This design comes from an exercise in tuning for small area and a short achievable clock period on the open sky130 flow, not from production work.
The RTL was checked by simulation tests, not by an equivalence proof against the original design.

==> flow/design.v, too long to show whole: its modules and the start of the top module <==
// module DCT: 8378 lines
// module DCT_fa: 4 lines
// module DCT_ha: 4 lines
// module DCT_ao: 3 lines
module DCT #(parameter horizontal = 1) (
  input wire CLK, input wire RST, input wire i_stb,
  input wire [7:0] i_D0, i_D1, i_D2, i_D3, i_D4, i_D5, i_D6, i_D7,
  output wire o_stb,
  output wire signed [15:0] o_D0, o_D1, o_D2, o_D3, o_D4, o_D5, o_D6, o_D7
);
  // ...
==> flow/flow/run.sh <==
#!/bin/bash
# Own layout flow: the standard layout (standard.sh, standard synthesis unchanged),
# with a tighter setup-repair target and plain buffers on the ports.
# Knobs are set in flow/knobs.txt (one make assignment per line).
set -euo pipefail
here=$(pwd)
python3 - "$here" <<'PY'
import sys, shlex
here = sys.argv[1]
s = open(here + '/standard.sh').read()
knobs = [l.strip() for l in open(here + '/flow/knobs.txt') if l.strip() and not l.startswith('#')]
extra = ' '.join(shlex.quote(k) for k in knobs)
s = s.replace('"${@:-finish}"', extra + ' "${@:-finish}"')
open(here + '/standard_own.sh', 'w').write(s)
PY
bash standard_own.sh > "$here/flow_make.log" 2>&1
==> flow/flow/knobs.txt <==
SETUP_SLACK_MARGIN=5.15
BUFFER_PORTS_ARGS=-buffer_cell sky130_fd_sc_hd__buf_2
==> flow/standard.sh <==
#!/bin/bash
# synth_recipe.tcl (not shown) runs the flow's synth.tcl, then flattens the netlist and writes it again
# the make line also repeats each setting of config.mk as NAME=value (left out here)
make -C /OpenROAD-flow-scripts/flow DESIGN_CONFIG=/design/flow/config.mk WORK_HOME=/design/flow/orfs CLKGATE_MAP_FILE= SYNTH_SCRIPT=/design/flow/synth_recipe.tcl "${@:-finish}"
==> flow/config.mk <==
export PLATFORM = sky130hd
export DESIGN_NAME = DCT
export DESIGN_NICKNAME = DCT
export VERILOG_FILES = /design/flow/design.v
export SDC_FILE = /design/flow/constraint.sdc
export NUM_CORES = 4
export LEC_CHECK = 0
export ABC_CLOCK_PERIOD_IN_PS = 3000
export CAP_MARGIN = 20
export CORE_MARGIN = 2
export CORE_UTILIZATION = 40
export PLACE_DENSITY = 0.6
export SETUP_SLACK_MARGIN = 5
export SLEW_MARGIN = 20
export SYNTH_HIERARCHICAL = 1
export SYNTH_MINIMUM_KEEP_SIZE = 0
==> flow/constraint.sdc <==
create_clock -name core_clock -period 8.0 [get_ports {CLK}]
set_input_delay 1.6000 -clock core_clock [delete_from_list [all_inputs] [get_ports {CLK}]]
set_output_delay 1.6000 -clock core_clock [all_outputs]
set_load 0.01 [all_outputs]
==> flow_metrics.tcl, run 1 <==
set metrics [dict create \
    outcome "no timing/DRC/antenna violations" \
    postSynth.asyncResetShare_pct 0 \
    setup_ws_ns 5.176 \
    worst_pin_slew_ns 0.9624 \
    top_usage_layer "met2" \
    synthToLayoutAreaGrowth_pct 13.62 \
    crit_end "r3_3466" \
    ff2ff_setup_slack_ns 5.18 \
    pin_count 196 \
    initial_core_util_pct 40.46 \
    synth_seq_cells 591 \
    synth_compound_area_share_pct 5.120 \
    multi_input_area_share_pct 53.43 \
    endpoint_kind "register" \
    port_buffers 188 \
    cp_num_cells 4 \
    dr_wl_met2_um 36850 \
    fin_util_pct 45.98 \
    num_vias 19520 \
    crit_required_ns 8.49 \
    cp_max_fo 6 \
    final_common_cell "dfxtp_1" \
    synth_commonest_cells "dfxtp_1, fa_1, ha_1" \
    initialDrtViolationCount 1064 \
    cp_slowest_cell "dfxtp_1" \
    hold_end "r3_800" \
    synthTopCellsByArea "dfxtp_1, fa_1, ha_1" \
    multi_input_area_sq_mm 0.02138 \
    synth_xor_xnor_area_share_pct 3.805 \
    die_h_um 300.7 \
    regMostFlops "stb" \
    path_class "register to register" \
    crit_top_cell "fa_1" \
    yosys.area_share.simple_pct 3.987 \
    hold_depth 0 \
    clkSlewWorstSetupHoldPaths_ns 0.06 \
    synth_most_common_cell "dfxtp_1" \
    clock_sinks 591 \
    grt_use_total_pct 18.76 \
]
==> run 2, diff against run 1 <==
--- a/flow/config.mk
+++ b/flow/config.mk
@@ -11,2 +11,4 @@
 export CORE_UTILIZATION = 40
+export CTS_CLUSTER_DIAMETER = 90
+export CTS_CLUSTER_SIZE = 24
 export PLACE_DENSITY = 0.6
==> flow_metrics.tcl, run 2 <==
set metrics [dict create \
    slew_headroom_pct 33.46 \
    routed_wirelength_um 79920 \
    dp_hpwl_um 62780 \
    initial_core_util_pct 40.46 \
    ys_dominant_reg_cell "dfxtp_1" \
    die_h_um 300.7 \
    num_vias 19300 \
    hold_class "register to register" \
    die_area_sq_mm 0.09042 \
    setup_tns_ns 0 \
    drive_gt1_share_pct 15.35 \
    nNetsFinal 3999 \
    ff2ff_setup_slack_ns 5.19 \
    vias_per_cell 4.685 \
    fin_util_pct 44.43 \
    path_class "input port to register" \
    grt_max_degree 25 \
    synth_most_common_cell "dfxtp_1" \
    antenna_cells 0 \
    endpoint_kind "register" \
    dieWidth_um 300.7 \
    final_common_cell "fa_1" \
    fin_worst_skew_ns 0.03064 \
    fin_crit_sh_pct 35.60 \
    postSynth.asyncResetShare_pct 0 \
    grt_antenna_before_repair 2 \
    worst-path-buf-inv 1 \
    port_buffers 188 \
    cp_slowest_cell "ha_4" \
    hold_depth 0 \
    clkSlewWorstSetupHoldPaths_ns 0.09 \
    hold_violations 0 \
    cts_root_buffer "clkbuf_16" \
    dp_slack_ns 4.498 \
    synthCells 2822 \
    synth_top_cell_by_area "dfxtp_1" \
    cp_num_cells 11 \
    drcViolationCount 0 \
    synth_commonest_cells "dfxtp_1, fa_1, ha_1" \
    grt_overflow 0 \
    setup_ws_ns 5.152 \
    clock_sinks 591 \
    synthToLayoutAreaGrowth_pct 9.789 \
    final_cell_mix "fa_1, dfxtp_1, ha_1" \
    cp.arrival_ns 3.32 \
    worst_pin_slew_ns 0.9968 \
    crit_top_cell "a21o_1" \
    coreArea_sq_mm 0.08702 \
    largest_reg_flops 4 \
    crit_family "compound AO/OA/AOI/OAI gates" \
    rows 108 \
    grt_pass1_vias 20840 \
    r2r_cells 7 \
    setup_violations 0 \
    max_stage_delay_ns 0.23 \
    cts_buffer_depth 3 \
    synth_edf_count 0 \
    crit_chain "buf_8, ha_4, a21o_1, a21o_1, a21o_1, a21oi_2, nor2b_2, o21ai_1, nand2b_1, ha_2, or2_4" \
    worst_skew_pair.late_latency_ns 0.59 \
    regMostFlops "stb" \
    crit_required_ns 8.47 \
    outcome "no timing/DRC/antenna violations" \
    wl_per_cell_um 19.40 \
    synth.distinct_cells 68 \
    fin_crit_ns 2.848 \
    rsz0062_at_grt "true" \
    drv_slew 0 \
    synth_seq_area_share_pct 33.60 \
    antenna_left 0 \
    max_freq_mhz 351.2 \
    synthTopCellsByArea "dfxtp_1, fa_1, ha_1" \
    synth_seq_cells 591 \
    cap_viol_max_count 0 \
    grt_first_pass_wirelength_um 123300 \
    layout.cells.non_filler 4120 \
    initialDrtViolationCount 1024 \
    cts_hold_buf 0 \
    netlist.area_leader.share_pct 33.60 \
    numCtsBuffers 35 \
    grt_use_total_pct 18.37 \
    synth.avg_cell_area_sq_um 12.48 \
    cts_tree "built" \
    h-tree-depth 2 \
    pin_count 196 \
    place.gp.congestion 0.9116 \
    cp-start-kind "input port" \
    dp_cells 4052 \
    drt_pass1_iterations 5 \
    syn_area_sq_mm 0.03521 \
    yosys_warnings 7 \
    cp_max_fo 2 \
]
-- run 2: cell count changes in the layout (fill, tap and decap cells not counted), moves of 4 or more --
cell,before,now
bufinv_16,13,2
clkbuf_8,9,2
buf_6,7,12
dfxtp_2,65,69
clkbuf_1,9,0
clkinv_2,10,1
inv_6,3,7
clkbuf_16,72,35
-- run 2: final cells by class --
cell class / count / area [sq um]
clock buffers: 37 / 903.4
clock inverters: 17 / 230.2
fillers: 8147 / 48360
inverters: 391 / 1521
multi-input cells: 1715 / 21380
flip-flops and latches: 591 / 11930
well taps: 1155 / 1445
repair buffers: 214 / 1254
-- run 2: worst paths after layout --
kind         endpoint    start
max reg2reg   r3_2277  r2_1359
min            r3_788   r2_787
min reg2reg    r3_788   r2_787
max            r1_486  i_D4[1]
-- run 2: per-stage QoR --
stage,cell area (sq um),hold WS [ns]
final,38660,0.3280
after global routing,38660,0.3378
after CTS,38220,0.3320
after floorplan,35460,0.3096
after global placement,36950,0.3117
after detailed placement,36950,0.3121
-- run 2: logic make-up (layout without fill, tap and decap cells) --
group	Yosys count	after routing	share of synthesized area, %
buffers and inverters	522	659	6.950
XOR/XNOR	153	153	3.805
AND/OR/NAND/NOR	287	287	3.987
flip-flops	591	591	33.60
AO/OA/AOI/OAI	268	268	5.120
multiplexers	16	16	0.4583
adder cells (fa/ha/maj)	984	984	46.07
other	1	7	0.01065
-- run 2: what timing repair did --
| action | in CTS | in global routing |
|---|---|---|
| pin swaps | 4 | 64 |
| gates resized for setup | 60 | 106 |
| endpoints found under the setup margin | 133 | 65 |
| buffers inserted | 4 | 10 |
-- run 2: per-module statistics from Yosys (local to each module, per instance) --
module  cell area [sq um]  cells  flip-flops and latches  times used
DCT                 19570   1878                     591           1
DCT_fa              20.02      1                       0         521
DCT_ha              12.51      1                       0         407
DCT_ao              7.507      1                       0          16
-- run 2: layer usage --
| metal | GRT usage [%] | part of all wire, % | up-vias | wire, um |
|---|---|---|---|---|
| met5 | 0 | 0 | - | 0 |
| met4 | 5.591 | 3.3 | 0 | 2659 |
| met3 | 4.076 | 6.2 | 149 | 4931 |
| met2 | 29.43 | 45 | 466 | 36290 |
| met1 | 24.87 | 45 | 9583 | 36040 |
| li1 | - | - | 9103 | - |
==> run 3, diff against run 2 <==
--- a/flow/config.mk
+++ b/flow/config.mk
@@ -11,4 +11,4 @@
 export CORE_UTILIZATION = 40
-export CTS_CLUSTER_DIAMETER = 90
-export CTS_CLUSTER_SIZE = 24
+export CTS_CLUSTER_DIAMETER = 110
+export CTS_CLUSTER_SIZE = 32
 export PLACE_DENSITY = 0.6
==> flow_metrics.tcl, run 3 <==
set metrics [dict create \
    outcome "no timing/DRC/antenna violations" \
    die_h_um 300.7 \
    regMostFlops "stb" \
    synth_top_cell_by_area "dfxtp_1" \
    postSynth.asyncResetShare_pct 0 \
    synthTopCellsByArea "dfxtp_1, fa_1, ha_1" \
    setup_ws_ns 5.193 \
    place.gp.congestion 0.9116 \
    cts_root_buffer "clkbuf_16" \
    nNetsFinal 3987 \
    pin_count 196 \
    min_from "r2_795" \
    hold_class "register to register" \
    synth_seq_cells 591 \
    cp-start-kind "register" \
    path_class "register to register" \
    synthToLayoutAreaGrowth_pct 8.862 \
    synth_edf_count 0 \
    coreArea_sq_mm 0.08702 \
    syn_area_sq_mm 0.03521 \
    worst_skew_pair.late_latency_ns 0.63 \
    slew_headroom_pct 36.86 \
    synth_most_common_cell "dfxtp_1" \
    synth_seq_area_share_pct 33.60 \
    ys_dominant_reg_cell "dfxtp_1" \
    drcViolationCount 0 \
    largest_reg_flops 4 \
    worstReg2RegStart "r2_1384" \
    antenna_left 0 \
    cp_max_fo 6 \
    cap_viol_max_count 0 \
    netlist.area_leader.share_pct 33.60 \
    vias_per_cell 4.665 \
    die_area_sq_mm 0.09042 \
    fin_crit_sh_pct 35.09 \
    routed_wirelength_um 79840 \
    rsz0062_at_grt "true" \
    worst_pin_slew_ns 0.9458 \
    rows 108 \
    drive_gt1_share_pct 14.82 \
    dieWidth_um 300.7 \
    final_cell_mix "fa_1, dfxtp_1, ha_1" \
    numCtsBuffers 27 \
    setup_tns_ns 0 \
    max_freq_mhz 356.2 \
    synth.avg_cell_area_sq_um 12.48 \
    synth_commonest_cells "dfxtp_1, fa_1, ha_1" \
    initial_core_util_pct 40.46 \
    setup_violations 0 \
    initialDrtViolationCount 1032 \
    h-tree-depth 1 \
    yosys_warnings 7 \
    n_fill_cell 8156 \
    grt_use_total_pct 18.27 \
    fin_crit_ns 2.807 \
    num_vias 19150 \
    port_buffers 188 \
    dp_hpwl_um 62780 \
    cp.arrival_ns 3.32 \
    grt_pass1_vias 20790 \
    synth.distinct_cells 68 \
    clock_sinks 591 \
    fin_worst_skew_ns 0.03935 \
    grt_first_pass_wirelength_um 123100 \
    crit_required_ns 8.51 \
    crit_path_start "r2_1384" \
    cts_tree "built" \
    dp_slack_ns 4.498 \
    hold_violations 0 \
    grt_antenna_before_repair 3 \
    endpoint_kind "register" \
    clkSlewWorstSetupHoldPaths_ns 0.12 \
    grt_max_degree 33 \
    grt_overflow 0 \
    final_common_cell "fa_1" \
    drt_pass1_iterations 5 \
    cts_buffer_depth 3 \
    drv_slew 0 \
    cts_hold_buf 0 \
    wl_per_cell_um 19.45 \
    synthCells 2822 \
]
==> run 3: cell count changes in the layout (fill, tap and decap cells not counted), sizes merged <==
cell,delta
clkinvlp,-1
bufinv,-1
buf,-5
clkbuf,-7
inv,-2
diode,+1
==> run 3: kinds of logic (layout without fill, tap and decap cells) <==
group / after synthesis / in the layout / share of synthesized area (%)
AOI/OAI and AO/OA: 268 / 268 / 5.120
xor gates and xnor gates: 153 / 153 / 3.805
adders and majority gates: 984 / 984 / 46.07
buffers and inverters: 522 / 643 / 6.950
DFF: 591 / 591 / 33.60
muxes: 16 / 16 / 0.4583
other: 1 / 8 / 0.01065
and+or+nand+nor: 287 / 287 / 3.987
==> run 3: critical path: stages, from the launching register on <==
cell     delay (ns)
dfxtp_1        0.79
fa_1           0.55
fa_1           0.46
fa_1           0.51
fa_1           0.40
==> run 3: layer usage <==
| layer | up-vias | wire, um | GRT usage (%) |
|---|---|---|---|
| met5 | - | 0 | 0 |
| met4 | 0 | 2447 | 5.153 |
| met3 | 128 | 5352 | 3.838 |
| met2 | 486 | 36550 | 29.62 |
| met1 | 9472 | 35490 | 24.76 |
| li1 | 9063 | - | - |
==> run 3: modules after synthesis, one instance, submodules excluded <==
module,cell area (sq um),flip-flops and latches
DCT_ao,7.507,0
DCT,19570,591
DCT_fa,20.02,0
DCT_ha,12.51,0
==> run 3: timing repair <==
item / CTS / global route
gates resized for setup: 62 / 78
endpoints found under the setup margin: 138 / 58
pin swaps: 4 / 34
buffers inserted: 4 / 6
==> run 3: through the flow <==
step / std cells / hold slack [ns] / utilization (%) / area [sq um]
after floorplan: 2828 / 0.3096 / - / 35460
after global placement: 4052 / 0.3117 / 42.46 / 36950
after detailed placement: 4052 / 0.3121 / 42.46 / 36950
after CTS: 4098 / 0.3406 / 43.67 / 38000
after global routing: 4104 / 0.3438 / 44.05 / 38330
final: 4105 / 0.3324 / 44.05 / 38330
==> run 3: path summary, 6_finish.rpt <==
path	to	slack (ns)	cells past startpoint
min reg2reg	r3_796	0.33	0
max	r3_3466	5.19	4
min	r3_796	0.33	0
max reg2reg	r3_3466	5.19	4
==> run 3: cell type report <==
type | count | area (sq um) | area share, %
Sequential cell | 591 | 11930 | 31.12
Multi-Input combinational cell | 1715 | 21370 | 55.76
Clock inverter | 13 | 225.2 | 0.5875
Tap cell | 1155 | 1445 | 3.770
Clock buffer | 29 | 693.2 | 1.808
Antenna cell | 1 | 2.502 | 0.006528
Inverter | 391 | 1521 | 3.969
Timing Repair Buffer | 210 | 1142 | 2.980
==> run 4, diff against run 3 <==
--- a/flow/config.mk
+++ b/flow/config.mk
@@ -11,4 +11,4 @@
 export CORE_UTILIZATION = 40
-export CTS_CLUSTER_DIAMETER = 110
-export CTS_CLUSTER_SIZE = 32
+export CTS_CLUSTER_DIAMETER = 100
+export CTS_CLUSTER_SIZE = 28
 export PLACE_DENSITY = 0.6
==> flow_metrics.tcl, run 4 <==
set metrics [dict create \
    outcome "no timing/DRC/antenna violations" \
    cp-start-kind "register" \
    grt_max_degree 29 \
    final_cell_mix "fa_1, dfxtp_1, ha_1" \
    synth_commonest_cells "dfxtp_1, fa_1, ha_1" \
    fin_crit_ns 2.842 \
    num_vias 19210 \
    ff2ff_setup_slack_ns 5.16 \
    cap_viol_max_count 0 \
    layout.cells.non_filler 4126 \
    drive_gt1_share_pct 15.26 \
    ys_dominant_reg_cell "dfxtp_1" \
    synth_top_cell_by_area "dfxtp_1" \
    wl_per_cell_um 19.49 \
    die_h_um 300.7 \
    initial_core_util_pct 40.46 \
    die_area_sq_mm 0.09042 \
    synthCells 2822 \
    slew_headroom_pct 36.13 \
    clkSlewWorstSetupHoldPaths_ns 0.10 \
    worst_skew_pair.late_latency_ns 0.59 \
    syn_area_sq_mm 0.03521 \
    regMostFlops "stb" \
    crit_required_ns 8.47 \
    vias_per_cell 4.656 \
    hold_depth 0 \
    h-tree-depth 2 \
    synth_edf_count 0 \
    synthToLayoutAreaGrowth_pct 9.903 \
    drt_pass1_iterations 5 \
    grt_first_pass_wirelength_um 123500 \
    fin_worst_skew_ns 0.02885 \
    r2r-end "r3_2904" \
    cp_max_fo 9 \
    grt_pass1_vias 20790 \
    routed_wirelength_um 80420 \
    fin_crit_sh_pct 35.53 \
    initialDrtViolationCount 1067 \
    port_buffers 188 \
    setup_tns_ns 0 \
    pin_count 196 \
    worst_pin_slew_ns 0.9568 \
    nNetsFinal 3999 \
    cts_root_buffer "clkbuf_16" \
    cp.arrival_ns 3.31 \
    worstReg2RegStart "r2_1371" \
    synth_seq_area_share_pct 33.60 \
    setup_violations 0 \
    antenna_left 0 \
    synth_most_common_cell "dfxtp_1" \
    synth_seq_cells 591 \
    grt_use_total_pct 18.44 \
    rows 108 \
    numCtsBuffers 34 \
    coreArea_sq_mm 0.08702 \
    dp_cells 4052 \
    max_freq_mhz 351.8 \
    hold_class "register to register" \
    netlist.area_leader.share_pct 33.60 \
    postSynth.asyncResetShare_pct 0 \
    cts_tree "built" \
    cts_hold_buf 0 \
    grt_antenna_before_repair 2 \
    synth.avg_cell_area_sq_um 12.48 \
    r2r_cells 5 \
    drcViolationCount 0 \
    hold_end "r3_800" \
    cts_buffer_depth 3 \
    rsz0062_at_grt "true" \
    dieWidth_um 300.7 \
    largest_reg_flops 4 \
    endpoint_kind "register" \
    yosys_warnings 7 \
    min_from "r2_799" \
    path_class "register to register" \
    dp_hpwl_um 62780 \
    synthTopCellsByArea "dfxtp_1, fa_1, ha_1" \
    synth.distinct_cells 68 \
    hold_violations 0 \
    place.gp.congestion 0.9116 \
    drv_slew 0 \
    clock_sinks 591 \
    grt_overflow 0 \
]
==> run 4: cell count changes in the layout (fill, tap and decap cells not counted), sizes merged <==
cell | previous run | this run
buf | 209 | 215
bufinv | 1 | 0
clkbuf | 30 | 37
clkinv | 4 | 8
clkinvlp | 1 | 3
diode | 1 | 2
inv | 398 | 400
==> run 4: what timing repair did <==
action                                  in CTS  in global routing
setup buffers                                4                 11
pin swaps                                    4                 65
endpoints found under the setup margin     133                 58
resized for setup                           58                104
==> run 4: Yosys stat by module, one instance, submodules excluded <==
module  flops+latches  cells inside
DCT_fa              0             1
DCT_ha              0             1
DCT_ao              0             1
DCT               591          1878
==> run 4: worst max-delay path by stage <==
stage	to	from
finish	r3_2904	r2_1371
global route	r4_4637	r3_3410
CTS	r3_2277	r2_1359
detailed placement	r1_983	i_D7[0]
global placement	r1_983	i_D7[0]
floorplan	r1_477	i_D0[1]
==> run 4: cell families (layout without fill, tap and decap cells) <==
| logic type | after synthesis | count (layout) | synth area share [%] |
|---|---|---|---|
| fa+ha+maj | 984 | 984 | 46.07 |
| flops | 591 | 591 | 33.60 |
| buf+inv | 522 | 663 | 6.950 |
| simple gates | 287 | 287 | 3.987 |
| compound gates | 268 | 268 | 5.120 |
| xor+xnor | 153 | 153 | 3.805 |
| mux | 16 | 16 | 0.4583 |
| other cells | 1 | 9 | 0.01065 |
==> run 4: per-layer routing <==
layer	vias to the layer above	global-route usage [%]	part of all wire (%)	wire length, um
met5	-	0	0	0
met2	435	29.63	46	36660
li1	9098	-	-	-
met3	120	3.622	5.8	4648
met1	9558	25.00	45	36460
met4	0	6.100	3.3	2648
==> run 4: layout make-up <==
class	count	area, sq um
clock inverters	20	261.5
clock buffers	37	883.3
diodes	2	5.005
well taps	1155	1445
inverters	391	1521
repair buffers	215	1240
multi-input cells	1715	21410
fillers	8143	48320
flip-flops and latches	591	11930
==> run 4: worst max-delay path, stage by stage (launching register included) <==
cell and delay [ns]:
dfxtp_1 0.86, ha_1 0.37, inv_1 0.09, fa_1 0.43, fa_1 0.55, fa_1 0.41
==> run 4: per-stage QoR <==
| stage | instance area (sq um) | worst slack, ns | utilization, % | hold slack (ns) |
|---|---|---|---|---|
| floorplan | 35460 | 4.817 | - | 0.3096 |
| global placement | 36950 | 4.530 | 42.46 | 0.3117 |
| detailed placement | 36950 | 4.498 | 42.46 | 0.3121 |
| CTS | 38220 | 5.131 | 43.92 | 0.3337 |
| global route | 38700 | 5.108 | 44.47 | 0.3376 |
| finish | 38700 | 5.158 | 44.47 | 0.3350 |
==> run 5, diff against run 4 <==
==> flow/flow/knobs.txt (replaced) <==
SETUP_SLACK_MARGIN=5.2
BUFFER_PORTS_ARGS=-buffer_cell sky130_fd_sc_hd__buf_1
--- a/flow/config.mk
+++ b/flow/config.mk
@@ -11,4 +11,4 @@
 export CORE_UTILIZATION = 40
-export CTS_CLUSTER_DIAMETER = 100
-export CTS_CLUSTER_SIZE = 28
+export CTS_CLUSTER_DIAMETER = 90
+export CTS_CLUSTER_SIZE = 24
 export PLACE_DENSITY = 0.6
==> flow_metrics.tcl, run 5 <==
set metrics [dict create \
    synth_top_cell_by_area "dfxtp_1" \
    crit_chain "buf_12, inv_12, ha_4, or2_4, a21oi_4, o21bai_4, a21o_1, a21oi_2, nor2b_2, o21ai_1, nand2b_1, ha_4" \
    clock_sinks 591 \
    place.gp.congestion 0.9094 \
    grt_use_total_pct 18.45 \
    cts_hold_buf 0 \
    synth_seq_area_share_pct 33.60 \
    drcViolationCount 0 \
    cts_root_buffer "clkbuf_16" \
    h-tree-depth 2 \
    cp_slowest_cell "ha_4" \
    wl_per_cell_um 19.42 \
    cp.arrival_ns 3.33 \
    nNetsFinal 4009 \
    grt_overflow 0 \
    drt_pass1_iterations 5 \
    fin_crit_ns 2.814 \
    coreArea_sq_mm 0.08702 \
    final_cell_mix "fa_1, dfxtp_1, ha_1" \
    crit_top_cell "ha_4" \
    grt_first_pass_wirelength_um 124400 \
    regMostFlops "stb" \
    n_fill_cell 8101 \
    dp_cells 4053 \
    synthCells 2822 \
    antenna_left 0 \
    slew_headroom_pct 35.02 \
    synth_commonest_cells "dfxtp_1, fa_1, ha_1" \
    max_stage_delay_ns 0.27 \
    hold_class "register to register" \
    cts_buffer_depth 3 \
    rows 108 \
    path_class "input port to register" \
    drive_gt1_share_pct 10.25 \
    synth.avg_cell_area_sq_um 12.48 \
    grt_max_degree 25 \
    yosys_warnings 7 \
    final_common_cell "fa_1" \
    synth.distinct_cells 68 \
    vias_per_cell 4.676 \
    dieWidth_um 300.7 \
    initialDrtViolationCount 903 \
    worst_skew_pair.late_latency_ns 0.59 \
    cap_viol_max_count 0 \
    initial_core_util_pct 40.46 \
    seq_area_sq_mm 0.01197 \
    grt_pass1_vias 20980 \
    outcome "no timing/DRC/antenna violations" \
    numCtsBuffers 35 \
    fin_crit_sh_pct 35.18 \
    cp_max_fo 3 \
    hold_ws_ns 0.3323 \
    hold_violations 0 \
    synthTopCellsByArea "dfxtp_1, fa_1, ha_1" \
    rsz0062_at_grt "true" \
    cts_tree "built" \
    num_vias 19320 \
    die_h_um 300.7 \
    cp-start-kind "input port" \
    layout.cells.non_filler 4133 \
    dp_hpwl_um 62590 \
    synth_edf_count 0 \
    setup_violations 0 \
    netlist.area_leader.share_pct 33.60 \
    port_buffers 188 \
    ys_dominant_reg_cell "dfxtp_1" \
    max_freq_mhz 355.3 \
    syn_area_sq_mm 0.03521 \
    synth_most_common_cell "dfxtp_1" \
    synthToLayoutAreaGrowth_pct 10.22 \
    fin_worst_skew_ns 0.02284 \
    crit_required_ns 8.52 \
    die_area_sq_mm 0.09042 \
    grt_antenna_before_repair 2 \
    endpoint_kind "register" \
    largest_reg_flops 4 \
    multi_input_area_sq_mm 0.02148 \
    postSynth.asyncResetShare_pct 0 \
    worst_pin_slew_ns 0.9734 \
    clkSlewWorstSetupHoldPaths_ns 0.09 \
    setup_tns_ns 0 \
    drv_slew 0 \
    routed_wirelength_um 80250 \
    synth_seq_cells 591 \
    pin_count 196 \
]
run 5: cell counts after synthesis:
Identical to the previous run, type by type.
run 5: logic make-up after synthesis:
logic type | Yosys count | share of synthesized area (%)
adders and majority gates | 984 | 46.07
DFF | 591 | 33.60
buffers and inverters | 522 | 6.950
and+or+nand+nor | 287 | 3.987
AOI/OAI and AO/OA | 268 | 5.120
xor gates and xnor gates | 153 | 3.805
muxes | 16 | 0.4583
other | 1 | 0.01065
run 5: Yosys stat by module, one instance, submodules excluded:
module,cell area [sq um],cells,flip-flops and latches
DCT_fa,20.02,1,0
DCT_ha,12.51,1,0
DCT,19570,1878,591
DCT_ao,7.507,1,0
run 5: layer usage:
layer	wire, um	track usage, %
met5	0	0
met4	2241	4.809
met3	4467	3.160
met2	37270	30.43
met1	36270	25.19
run 5: cell type report:
class	instances	share of cell area, %
flip-flops and latches	591	30.83
multi-input cells	1715	55.34
repair buffers	224	2.953
diodes	2	0.01289
well taps	1155	3.723
inverters	391	3.920
clock buffers	39	2.431
clock inverters	16	0.7898
run 5: what timing repair did:
action	CTS	global route
endpoints found under the setup margin	165	67
pin swaps	14	75
buffers inserted	9	14
endpoints found under the hold margin	0	0
gates resized for setup	99	126
run 5: worst paths after layout:
path	slack, ns	startpoint	cells past startpoint	end
worst max register to register	5.24	r2_1379	4	r3_2900
worst min-delay path	0.33	r2_787	0	r3_788
worst max-delay path	5.19	i_D5[0]	12	r1_974
worst min register to register	0.33	r2_787	0	r3_788
run 5: stage by stage:
stage	setup WS, ns	area (sq um)	util [%]
2_1_floorplan	4.817	35460	-
3_3_place_gp	4.389	36730	42.20
3_5_place_dp	4.374	36730	42.20
4_1_cts	5.150	38240	43.95
5_1_grt	5.106	38810	44.60
6_report	5.186	38810	44.60
run 5: worst max-delay path, delay by kind of cell:
kind | cells | cell delay [ns]
AOI/OAI and AO/OA | 5 | 0.70
and+or+nand+nor | 3 | 0.42
buffers and inverters | 2 | 0.15
adders and majority gates | 2 | 0.45

[port drivers added, routing unchanged]
How much do the figures lean on ideal ports? The routed layouts below were timed once more, with nothing changed but the port constraints. Step 1, drivers: a clkbuf_16 drives CLK and a buf_2 each remaining input, both assumed. Step 2 times the ports against the registers' clock, not the clock port: input delays grow and output delays shrink by t, the midpoint of the rising clock arrivals with the driver on. a / b / c = no drivers / after step 1 / after step 2; a / b = the first two.
run | t (ns) | slack for setup (ns) | hold slack, ns | worst register clock-pin slew, ns | worst data-port slew with drivers (ns)
run 1 | 0.680 | 5.176 / 5.176 / 4.521 | 0.324 / 0.324 / 0.324 | 0.06 / 0.06 | 0.09
run 2 | 0.639 | 5.152 / 5.155 / 4.516 | 0.328 / 0.328 / 0.328 | 0.10 / 0.10 | 0.09
run 3 | 0.671 | 5.193 / 5.170 / 4.499 | 0.332 / 0.332 / 0.332 | 0.12 / 0.12 | 0.08
run 4 | 0.643 | 5.158 / 5.155 / 4.532 | 0.335 / 0.335 / 0.335 | 0.11 / 0.11 | 0.09
run 5 | 0.643 | 5.186 / 5.169 / 4.525 | 0.332 / 0.332 / 0.332 | 0.10 / 0.10 | 0.12
After both steps every run listed still meets setup and hold. The setup slack of run 3, which loses most, moves by -0.023 ns with the drivers and by -0.694 ns with both steps.
